Context: an optimization exercise on an open-source flow, tuned for small area. The choices shown serve that exercise and are no tape-out recipe. The RTL was checked by simulation tests, not by an equivalence proof against the original design. Power and IR drop assume default switching activity.

==> flow/design.v, too long to show whole: its modules and the start of the top module <==
// module profir: 96 lines
// module profir_mac: 778 lines
// module profir_fa: 4 lines
// module profir_ha: 4 lines
// module profir_pp: 3 lines
module profir(
	input 			clock,
	input 			reset,
	input signed  [15:0] 	datain,
	input			din_enable,
	output         [5:0] 	coeffaddress,
	input signed  [35:0]	coeff0,
	input signed  [35:0]	coeff1,
	input signed  [35:0]	coeff2,
	input signed  [35:0]	coeff3,
	input signed  [35:0]	coeff4,
	input signed  [35:0]	coeff5,
	input signed  [35:0]	coeff6,
	input signed  [35:0]	coeff7,
	output signed [15:0]  dataout0,
	output signed [15:0]  dataout1,
	output signed [15:0]  dataout2,
	output signed [15:0]  dataout3,
	output signed [15:0]  dataout4,
	output signed [15:0]  dataout5,
	output signed [15:0]  dataout6,
	output signed [15:0]  dataout7
);
  // ...
==> flow/flow/run.sh <==
#!/bin/bash
# The standard layout (the standard.sh, which runs the standard synthesis and
# ORFS to the final layout) with two changes to how it is built:
#  - the port buffers that placement inserts are the smallest buffer cell;
#  - clock tree synthesis clusters more registers per leaf buffer and inserts no
#    dummy loads.
# ORFS writes each step's full log under orfs/logs; make's own output goes to
# flow_make.log here.
set -euo pipefail
cd "$(dirname "$0")/.."
export BUFFER_PORTS_ARGS="-buffer_cell sky130_fd_sc_hd__buf_1"
export CTS_ARGS="-sink_clustering_enable -repair_clock_nets -dont_use_dummy_load -sink_clustering_size 20 -sink_clustering_max_diameter 60 -buf_list {sky130_fd_sc_hd__clkbuf_8}"
bash standard.sh > flow_make.log 2>&1
==> flow/standard.sh <==
#!/bin/bash
# synth_recipe.tcl (not shown) runs the flow's synth.tcl, then flattens the netlist and writes it again
# the make line also repeats each setting of config.mk as NAME=value (left out here)
make -C /OpenROAD-flow-scripts/flow DESIGN_CONFIG=/design/flow/config.mk WORK_HOME=/design/flow/orfs CLKGATE_MAP_FILE= SYNTH_SCRIPT=/design/flow/synth_recipe.tcl "${@:-finish}"
==> flow/config.mk <==
export PLATFORM = sky130hd
export DESIGN_NAME = profir
export DESIGN_NICKNAME = profir
export VERILOG_FILES = /design/flow/design.v
export SDC_FILE = /design/flow/constraint.sdc
export NUM_CORES = 4
export LEC_CHECK = 0
export CAP_MARGIN = 20
export CELL_PAD_IN_SITES_DETAIL_PLACEMENT = 1
export CELL_PAD_IN_SITES_GLOBAL_PLACEMENT = 1
export CORE_MARGIN = 2
export CORE_UTILIZATION = 40
export PLACE_DENSITY = 0.5
export SLEW_MARGIN = 20
export SYNTH_HIERARCHICAL = 1
export SYNTH_MINIMUM_KEEP_SIZE = 0
==> flow/constraint.sdc <==
create_clock -name core_clock -period 13.0 [get_ports {clock}]
set_input_delay 2.6000 -clock core_clock [delete_from_list [all_inputs] [get_ports {clock}]]
set_output_delay 2.6000 -clock core_clock [all_outputs]
set_load 0.01 [all_outputs]
==> impl_metrics.ini, run 1 <==
[run_status]
status = complete, no violations

[cells_and_area]
n_all_inverters = 704
multiInputGateArea_um2 = 49410
clock_area_share_pct = 2.143
final_cells = 11440
nMultiInputCombCells = 3983
regArea_um2 = 46890
biggestCellCategory = multi-input combinational cells
layout_commonest_cell = dfxtp_1
fin_nets = 9878
area_growth_pct = 11.20
drive_above_1_share_pct = 13.44
multi_input_area_share_pct = 44.48

[synth]
syn_inst = 7329
syn-num-nets = 9115
yosysWarnings = 8

[sta]
finalSetupViolCount = 0
fin_crit_sh_pct = 97.76
hold_viol = 0
fin_ws_ps = 290.6

[clock_tree]
cts_buffers = 173
cts_buffer_depth = 3
cts-root-buf = clkbuf_8
post_cts_buffers = 0
cts-resized-gates = 0

[placement]
port_buffers = 440
gp_congestion = 0.8581

[floorplan]
num_rows = 183

[worst_setup_path]
cp_num_buf_inv = 6
worstSetupStartpoint = din_enable
cp_common_cell = fa_2
crit_path_max_incr_delay_ps = 540
worst-endpoint-required_ps = 13830
r2r_cells = 37
slowest_stage = xnor2_4

[grt]
use_met1_pct = 34.23
grt_first_pass_wirelength_um = 476800
gr-usage-met3_pct = 5.174
grt_pass1_vias = 71600

[min_path]
worst_hold_path.endpoint = ring[6][14]
min_path_cells = 0

[pwr]
powerSeq_mw = 7.96
ir_worst_vdd_v = 0.0001666

[routing]
drtPass1Iterations = 14
==> module profir, before the edit <==
module profir(
	input 			clock,
	input 			reset,
	input signed  [15:0] 	datain,
	input			din_enable,
	output         [5:0] 	coeffaddress,
	input signed  [35:0]	coeff0,
	input signed  [35:0]	coeff1,
	input signed  [35:0]	coeff2,
	input signed  [35:0]	coeff3,
	input signed  [35:0]	coeff4,
	input signed  [35:0]	coeff5,
	input signed  [35:0]	coeff6,
	input signed  [35:0]	coeff7,
	output signed [15:0]  dataout0,
	output signed [15:0]  dataout1,
	output signed [15:0]  dataout2,
	output signed [15:0]  dataout3,
	output signed [15:0]  dataout4,
	output signed [15:0]  dataout5,
	output signed [15:0]  dataout6,
	output signed [15:0]  dataout7
);
reg [15:0] ring [0:127];
reg [15:0] newx;
reg [6:0] tapidx;
reg [7:0] nvalid;
reg [6:0] remain;
reg [31:0] acc0, acc1, acc2, acc3, acc4, acc5, acc6, acc7;
wire [6:0] j = tapidx + {6'd0, din_enable};
wire t127 = (tapidx == 7'd127);
wire t0 = (tapidx == 7'd0);
wire busy = (remain != 7'd0);
wire jzero = din_enable ? t127 : t0;
wire [15:0] xnew = din_enable ? datain : newx;
wire [15:0] xm = jzero ? xnew : ring[127];
wire older = ({1'b0, tapidx} < nvalid);
wire use_x = din_enable ? (older | t127) : (older & busy);
wire [15:0] x = use_x ? xm : 16'd0;
wire busy_next = din_enable | (remain > 7'd1);
wire [6:0] jm1 = j - 7'd1;
wire [6:0] jnext = busy_next ? jm1 : j;
assign coeffaddress = jnext[6:1];
wire hi = tapidx[0] ^ ~busy;
wire keep = ~din_enable;
wire [17:0] m1 = {{2{x[15]}}, x};
wire [17:0] m2 = {x[15], x, 1'b0};
wire [17:0] m3 = m1 + m2;
wire [31:0] s0, s1, s2, s3, s4, s5, s6, s7;
profir_mac mac0(.x(x), .m1(m1), .m2(m2), .m3(m3), .c(hi ? coeff0[35:18] : coeff0[17:0]), .a({~(acc0[31:8] & {24{keep}}), acc0[7:0] | {8{~keep}}}), .y(s0));
profir_mac mac1(.x(x), .m1(m1), .m2(m2), .m3(m3), .c(hi ? coeff1[35:18] : coeff1[17:0]), .a({~(acc1[31:8] & {24{keep}}), acc1[7:0] | {8{~keep}}}), .y(s1));
profir_mac mac2(.x(x), .m1(m1), .m2(m2), .m3(m3), .c(hi ? coeff2[35:18] : coeff2[17:0]), .a({~(acc2[31:8] & {24{keep}}), acc2[7:0] | {8{~keep}}}), .y(s2));
profir_mac mac3(.x(x), .m1(m1), .m2(m2), .m3(m3), .c(hi ? coeff3[35:18] : coeff3[17:0]), .a({~(acc3[31:8] & {24{keep}}), acc3[7:0] | {8{~keep}}}), .y(s3));
profir_mac mac4(.x(x), .m1(m1), .m2(m2), .m3(m3), .c(hi ? coeff4[35:18] : coeff4[17:0]), .a({~(acc4[31:8] & {24{keep}}), acc4[7:0] | {8{~keep}}}), .y(s4));
profir_mac mac5(.x(x), .m1(m1), .m2(m2), .m3(m3), .c(hi ? coeff5[35:18] : coeff5[17:0]), .a({~(acc5[31:8] & {24{keep}}), acc5[7:0] | {8{~keep}}}), .y(s5));
profir_mac mac6(.x(x), .m1(m1), .m2(m2), .m3(m3), .c(hi ? coeff6[35:18] : coeff6[17:0]), .a({~(acc6[31:8] & {24{keep}}), acc6[7:0] | {8{~keep}}}), .y(s6));
profir_mac mac7(.x(x), .m1(m1), .m2(m2), .m3(m3), .c(hi ? coeff7[35:18] : coeff7[17:0]), .a({~(acc7[31:8] & {24{keep}}), acc7[7:0] | {8{~keep}}}), .y(s7));
integer i;
always @(posedge clock)
begin
	for (i = 127; i > 0; i = i - 1)
		ring[i] <= ring[i-1];
	ring[0] <= xm;
	if (din_enable)
		newx <= datain;
	acc0 <= s0;
	acc1 <= s1;
	acc2 <= s2;
	acc3 <= s3;
	acc4 <= s4;
	acc5 <= s5;
	acc6 <= s6;
	acc7 <= s7;
	if (reset) begin
		tapidx <= 7'd64;
		nvalid <= 8'd0;
		remain <= 7'd0;
	end else begin
		tapidx <= jm1;
		if (din_enable) begin
			if (!nvalid[7])
				nvalid <= nvalid + 8'd1;
			remain <= 7'd127;
		end else if (remain != 7'd0)
			remain <= remain - 7'd1;
	end
end
assign dataout0 = acc0[31:16];
assign dataout1 = acc1[31:16];
assign dataout2 = acc2[31:16];
assign dataout3 = acc3[31:16];
assign dataout4 = acc4[31:16];
assign dataout5 = acc5[31:16];
assign dataout6 = acc6[31:16];
assign dataout7 = acc7[31:16];
endmodule
==> run 2, diff against run 1 <==
--- a/flow/design.v
+++ b/flow/design.v
@@ -31,36 +31,39 @@
 wire [6:0] j = tapidx + {6'd0, din_enable};
 wire t127 = (tapidx == 7'd127);
 wire t0 = (tapidx == 7'd0);
 wire busy = (remain != 7'd0);
 wire jzero = din_enable ? t127 : t0;
 wire [15:0] xnew = din_enable ? datain : newx;
 wire [15:0] xm = jzero ? xnew : ring[127];
 wire older = ({1'b0, tapidx} < nvalid);
-wire use_x = din_enable ? (older | t127) : (older & busy);
-wire [15:0] x = use_x ? xm : 16'd0;
+wire sj = busy ? t0 : t127;
+wire [15:0] sxm = sj ? (busy ? newx : datain) : ring[127];
+wire s_use = busy ? older : (older | t127);
+wire [15:0] x = s_use ? sxm : 16'd0;
+wire act = busy | din_enable;
 wire busy_next = din_enable | (remain > 7'd1);
 wire [6:0] jm1 = j - 7'd1;
 wire [6:0] jnext = busy_next ? jm1 : j;
 assign coeffaddress = jnext[6:1];
 wire hi = tapidx[0] ^ ~busy;
 wire keep = ~din_enable;
 wire [17:0] m1 = {{2{x[15]}}, x};
 wire [17:0] m2 = {x[15], x, 1'b0};
 wire [17:0] m3 = m1 + m2;
 wire [31:0] s0, s1, s2, s3, s4, s5, s6, s7;
-profir_mac mac0(.x(x), .m1(m1), .m2(m2), .m3(m3), .c(hi ? coeff0[35:18] : coeff0[17:0]), .a({~(acc0[31:8] & {24{keep}}), acc0[7:0] | {8{~keep}}}), .y(s0));
-profir_mac mac1(.x(x), .m1(m1), .m2(m2), .m3(m3), .c(hi ? coeff1[35:18] : coeff1[17:0]), .a({~(acc1[31:8] & {24{keep}}), acc1[7:0] | {8{~keep}}}), .y(s1));
-profir_mac mac2(.x(x), .m1(m1), .m2(m2), .m3(m3), .c(hi ? coeff2[35:18] : coeff2[17:0]), .a({~(acc2[31:8] & {24{keep}}), acc2[7:0] | {8{~keep}}}), .y(s2));
-profir_mac mac3(.x(x), .m1(m1), .m2(m2), .m3(m3), .c(hi ? coeff3[35:18] : coeff3[17:0]), .a({~(acc3[31:8] & {24{keep}}), acc3[7:0] | {8{~keep}}}), .y(s3));
-profir_mac mac4(.x(x), .m1(m1), .m2(m2), .m3(m3), .c(hi ? coeff4[35:18] : coeff4[17:0]), .a({~(acc4[31:8] & {24{keep}}), acc4[7:0] | {8{~keep}}}), .y(s4));
-profir_mac mac5(.x(x), .m1(m1), .m2(m2), .m3(m3), .c(hi ? coeff5[35:18] : coeff5[17:0]), .a({~(acc5[31:8] & {24{keep}}), acc5[7:0] | {8{~keep}}}), .y(s5));
-profir_mac mac6(.x(x), .m1(m1), .m2(m2), .m3(m3), .c(hi ? coeff6[35:18] : coeff6[17:0]), .a({~(acc6[31:8] & {24{keep}}), acc6[7:0] | {8{~keep}}}), .y(s6));
-profir_mac mac7(.x(x), .m1(m1), .m2(m2), .m3(m3), .c(hi ? coeff7[35:18] : coeff7[17:0]), .a({~(acc7[31:8] & {24{keep}}), acc7[7:0] | {8{~keep}}}), .y(s7));
+profir_mac mac0(.x(x), .m1(m1), .m2(m2), .m3(m3), .cr(hi ? coeff0[35:18] : coeff0[17:0]), .a({~(acc0[31:8] & {24{keep}}), acc0[7:0] | {8{~keep}}}), .act(act), .y(s0));
+profir_mac mac1(.x(x), .m1(m1), .m2(m2), .m3(m3), .cr(hi ? coeff1[35:18] : coeff1[17:0]), .a({~(acc1[31:8] & {24{keep}}), acc1[7:0] | {8{~keep}}}), .act(act), .y(s1));
+profir_mac mac2(.x(x), .m1(m1), .m2(m2), .m3(m3), .cr(hi ? coeff2[35:18] : coeff2[17:0]), .a({~(acc2[31:8] & {24{keep}}), acc2[7:0] | {8{~keep}}}), .act(act), .y(s2));
+profir_mac mac3(.x(x), .m1(m1), .m2(m2), .m3(m3), .cr(hi ? coeff3[35:18] : coeff3[17:0]), .a({~(acc3[31:8] & {24{keep}}), acc3[7:0] | {8{~keep}}}), .act(act), .y(s3));
+profir_mac mac4(.x(x), .m1(m1), .m2(m2), .m3(m3), .cr(hi ? coeff4[35:18] : coeff4[17:0]), .a({~(acc4[31:8] & {24{keep}}), acc4[7:0] | {8{~keep}}}), .act(act), .y(s4));
+profir_mac mac5(.x(x), .m1(m1), .m2(m2), .m3(m3), .cr(hi ? coeff5[35:18] : coeff5[17:0]), .a({~(acc5[31:8] & {24{keep}}), acc5[7:0] | {8{~keep}}}), .act(act), .y(s5));
+profir_mac mac6(.x(x), .m1(m1), .m2(m2), .m3(m3), .cr(hi ? coeff6[35:18] : coeff6[17:0]), .a({~(acc6[31:8] & {24{keep}}), acc6[7:0] | {8{~keep}}}), .act(act), .y(s6));
+profir_mac mac7(.x(x), .m1(m1), .m2(m2), .m3(m3), .cr(hi ? coeff7[35:18] : coeff7[17:0]), .a({~(acc7[31:8] & {24{keep}}), acc7[7:0] | {8{~keep}}}), .act(act), .y(s7));
 integer i;
 always @(posedge clock)
 begin
 	for (i = 127; i > 0; i = i - 1)
 		ring[i] <= ring[i-1];
 	ring[0] <= xm;
 	if (din_enable)
 		newx <= datain;
@@ -95,20 +98,22 @@
 assign dataout6 = acc6[31:16];
 assign dataout7 = acc7[31:16];
 endmodule
 module profir_mac(
 	input  [15:0] x,
 	input  [17:0] m1,
 	input  [17:0] m2,
 	input  [17:0] m3,
-	input  [17:0] c,
+	input  [17:0] cr,
 	input  [31:0] a,
+	input         act,
 	output [31:0] y
 );
+	wire [17:0] c = cr & {18{act}};
 	wire e1_0 = ~c[1] & c[0];
 	wire e2_0 = c[1] & ~c[0];
 	wire e3_0 = c[1] & c[0];
 	wire pn0_0 = ~(c[0] & m1[0]);
 	wire pn0_1;
 	profir_pp pp0_1(.e1(e1_0), .e2(e2_0), .e3(e3_0), .a(m1[1]), .b(m2[1]), .c(m3[1]), .y(pn0_1));
 	wire pn0_2;
 	profir_pp pp0_2(.e1(e1_0), .e2(e2_0), .e3(e3_0), .a(m1[2]), .b(m2[2]), .c(m3[2]), .y(pn0_2));
==> impl_metrics.ini, run 2 <==
[run_status]
status = complete, no violations

[grt]
grt_first_pass_wirelength_um = 485800
grt_max_degree = 199
antenna_found_initial = 18
grt_overflow_total = 0
grt_pass1_vias = 72820
grt_usage_pct = 25.15

[cells_and_area]
final_cells = 11640
final_util_pct = 44.36
final_cell_mix = dfxtp_1 (2342), fa_1 (1137), a222oi_1 (1088)
layout_commonest_cell = dfxtp_1
fin_nets = 10070
drive_above_1_share_pct = 12.24
largest_register_ffs = 2048
regMostFlops = ring
postLayoutCellArea_um2 = 111600
area_growth_pct = 10.24

[routing]
drtPass1Iterations = 17
wl_um = 325700
vias = 67320
route.detailed.drc = 0
routedWlPerCell_um = 27.99
viasPerCell = 5.784
antenna_left = 0
drt_first_iter_violations = 11210

[sta]
finClkSkew_ps = 135.4
fin_ws_ps = 613.2
fin_crit_sh_pct = 95.28
finalSetupViolCount = 0
hold_viol = 0
worst_slew_pin_slew_ps = 1068
setup_tns_ps = 0
rsz0062_at_grt = false
slew_headroom_pct = 28.80
drv_slew = 0
fin_hold_ws_ps = 244.9
period_needed_ps = 12390
fmax_mhz = 80.73

[floorplan]
die_x_um = 507.1
die_y_um = 507.1
dieArea_um2 = 257200
start_util_pct = 40.24
num_rows = 184
io_pins = 441
fp.coreArea_um2 = 251600

[synth]
netlist_area_um2 = 101200
avgSynthCellArea_um2 = 13.27
syn-num-nets = 9418
syn_inst = 7631
yosysWarnings = 8

[pwr]
finalPower_mw = 21.35
power_density_nw_per_um2 = 191.3
swShare_pct = 38.15
ir_worst_vdd_v = 0.0001569
power_frac_clock_pct = 15.6
power_leakage_nw = 38.97
internal-power_mw = 13.21
p_sw_mw = 8.144
power_frac_comb_pct = 46.2
pwr-share-seq_pct = 38.2

[placement]
dp_cells = 11450
gp_congestion = 0.8759
hpwl_um = 218800
port_buffers = 440
pre_cts_slack_ps = -408.4
placed_area_um2 = 109100

[clock_tree]
cts_buffer_depth = 3
cts-resized-gates = 0
holdBufCountCts = 0
cts_tree = built
insertion_delay_ps = 1000
cts_buffers = 176
clock-sinks = 2342
cts.clk_slew.worst_paths_ps = 110
htreeDepth = 4
post_cts_buffers = 0
cts-root-buf = clkbuf_8

[flow_run]
cap_viol_max_count = 0

[worst_setup_path]
worstPathArrival_ps = 13150
crit_path_max_incr_delay_ps = 570
end_kind = flop
worst_setup_path_start_kind = flop
r2r_setup_slack_ps = 610
cp_common_cell = fa_2
r2r_cells = 41
slowest_stage = mux2_4
worstReg2RegStart = remain[0]
worst-endpoint-required_ps = 13760
critPathKind = flop to flop
r2r_end = acc7[29]
worstSetupStartpoint = remain[0]
crit_path_max_fanout = 18

[min_path]
min_path_cells = 0
hold_class = flop to flop
min_from = ring[58][7]
worst_hold_path.endpoint = ring[59][7]
## run 2: cell types whose count changed in the layout (fill, tap and decap cells not counted), moves of 72 or more
cell / delta
a211oi_1: -106
a31oi_1: -106
and2_1: -81
and3_1: +89
buf_4: -72
nand2_1: +227
nor2_1: +105
nor2b_1: -95
o211ai_1: +91
xnor2_1: +86
## run 2: worst max-delay path by stage
stage                          end  slack, ps  cells after the start
final                     acc7[29]        610                     41
after global routing      acc7[29]         70                     43
after CTS                 acc7[29]        370                     44
after detailed placement  acc7[30]       -410                     38
after global placement    acc7[30]       -240                     38
after floorplan           acc0[30]      -4380                     22
## run 2: area by class of cell
cell class              instances  area (um^2)
fillers                     25860       140000
multi-input cells            4255        50360
flip-flops and latches       2342        46890
repair buffers                824         5142
well taps                    3348         4189
inverters                     688         2600
clock buffers                 176         2422
diodes                          6        15.01
## run 2: critical path: cells and delay by family, from the launching register on
kind                       cells  cell delay, ps
and+or+nand+nor                8            1960
xor gates and xnor gates       1             160
muxes                          2             840
buffers and inverters          3             300
adders and majority gates     20            6990
DFF                            1             360
AOI/OAI and AO/OA              7            1590
## run 2: routing by layer
metal / GRT usage (%) / share of wire, %
met2: 40.74 / 47
met1: 33.93 / 42
met5: 0 / 0
met3: 5.157 / 8.7
met4: 7.583 / 2.9
## run 2: power groups by stage
stage                     Combinational (mW)  Sequential [mW]  Clock (mW)
after CTS                               10.1             8.17        3.54
after detailed placement                9.97             8.32           0
final                                   9.87             8.15        3.33
after floorplan                         7.39             8.14           0
after global placement                  9.75             8.33           0
after global routing                    11.3             8.21        3.80

==> static timing again, ports no longer ideal <==
No port has a modelled driver above. Below, the same layouts with a new extraction and two added sets of constraints.
Step 1 (the two cells are an assumption about what drives the block):
set clk [get_ports {clock}]
set_driving_cell -lib_cell sky130_fd_sc_hd__clkbuf_16 $clk
set_driving_cell -lib_cell sky130_fd_sc_hd__buf_2 [delete_from_list [all_inputs] $clk]
Step 2 times the ports against the registers' clock, not the clock port: input delays grow and output delays shrink by t, the midpoint of the rising clock arrivals with the driver on.
Three values: no drivers, after step 1, after step 2; two values: the first two.
run	t, ns	setup WS [ns]	hold WS [ns]	worst register clock-pin slew, ns
run 1	1.040	0.291 / 0.295 / -0.746	0.202 / 0.202 / 0.202	0.12 / 0.12
run 2	1.018	0.613 / 0.603 / -0.415	0.245 / 0.245 / 0.245	0.12 / 0.12
With both steps, setup timing fails in run 1 and run 2, where it was met with ideal ports. For run 1, which loses most, drivers alone change the setup slack by +0.004 ns; drivers and shift together by -1.037 ns.
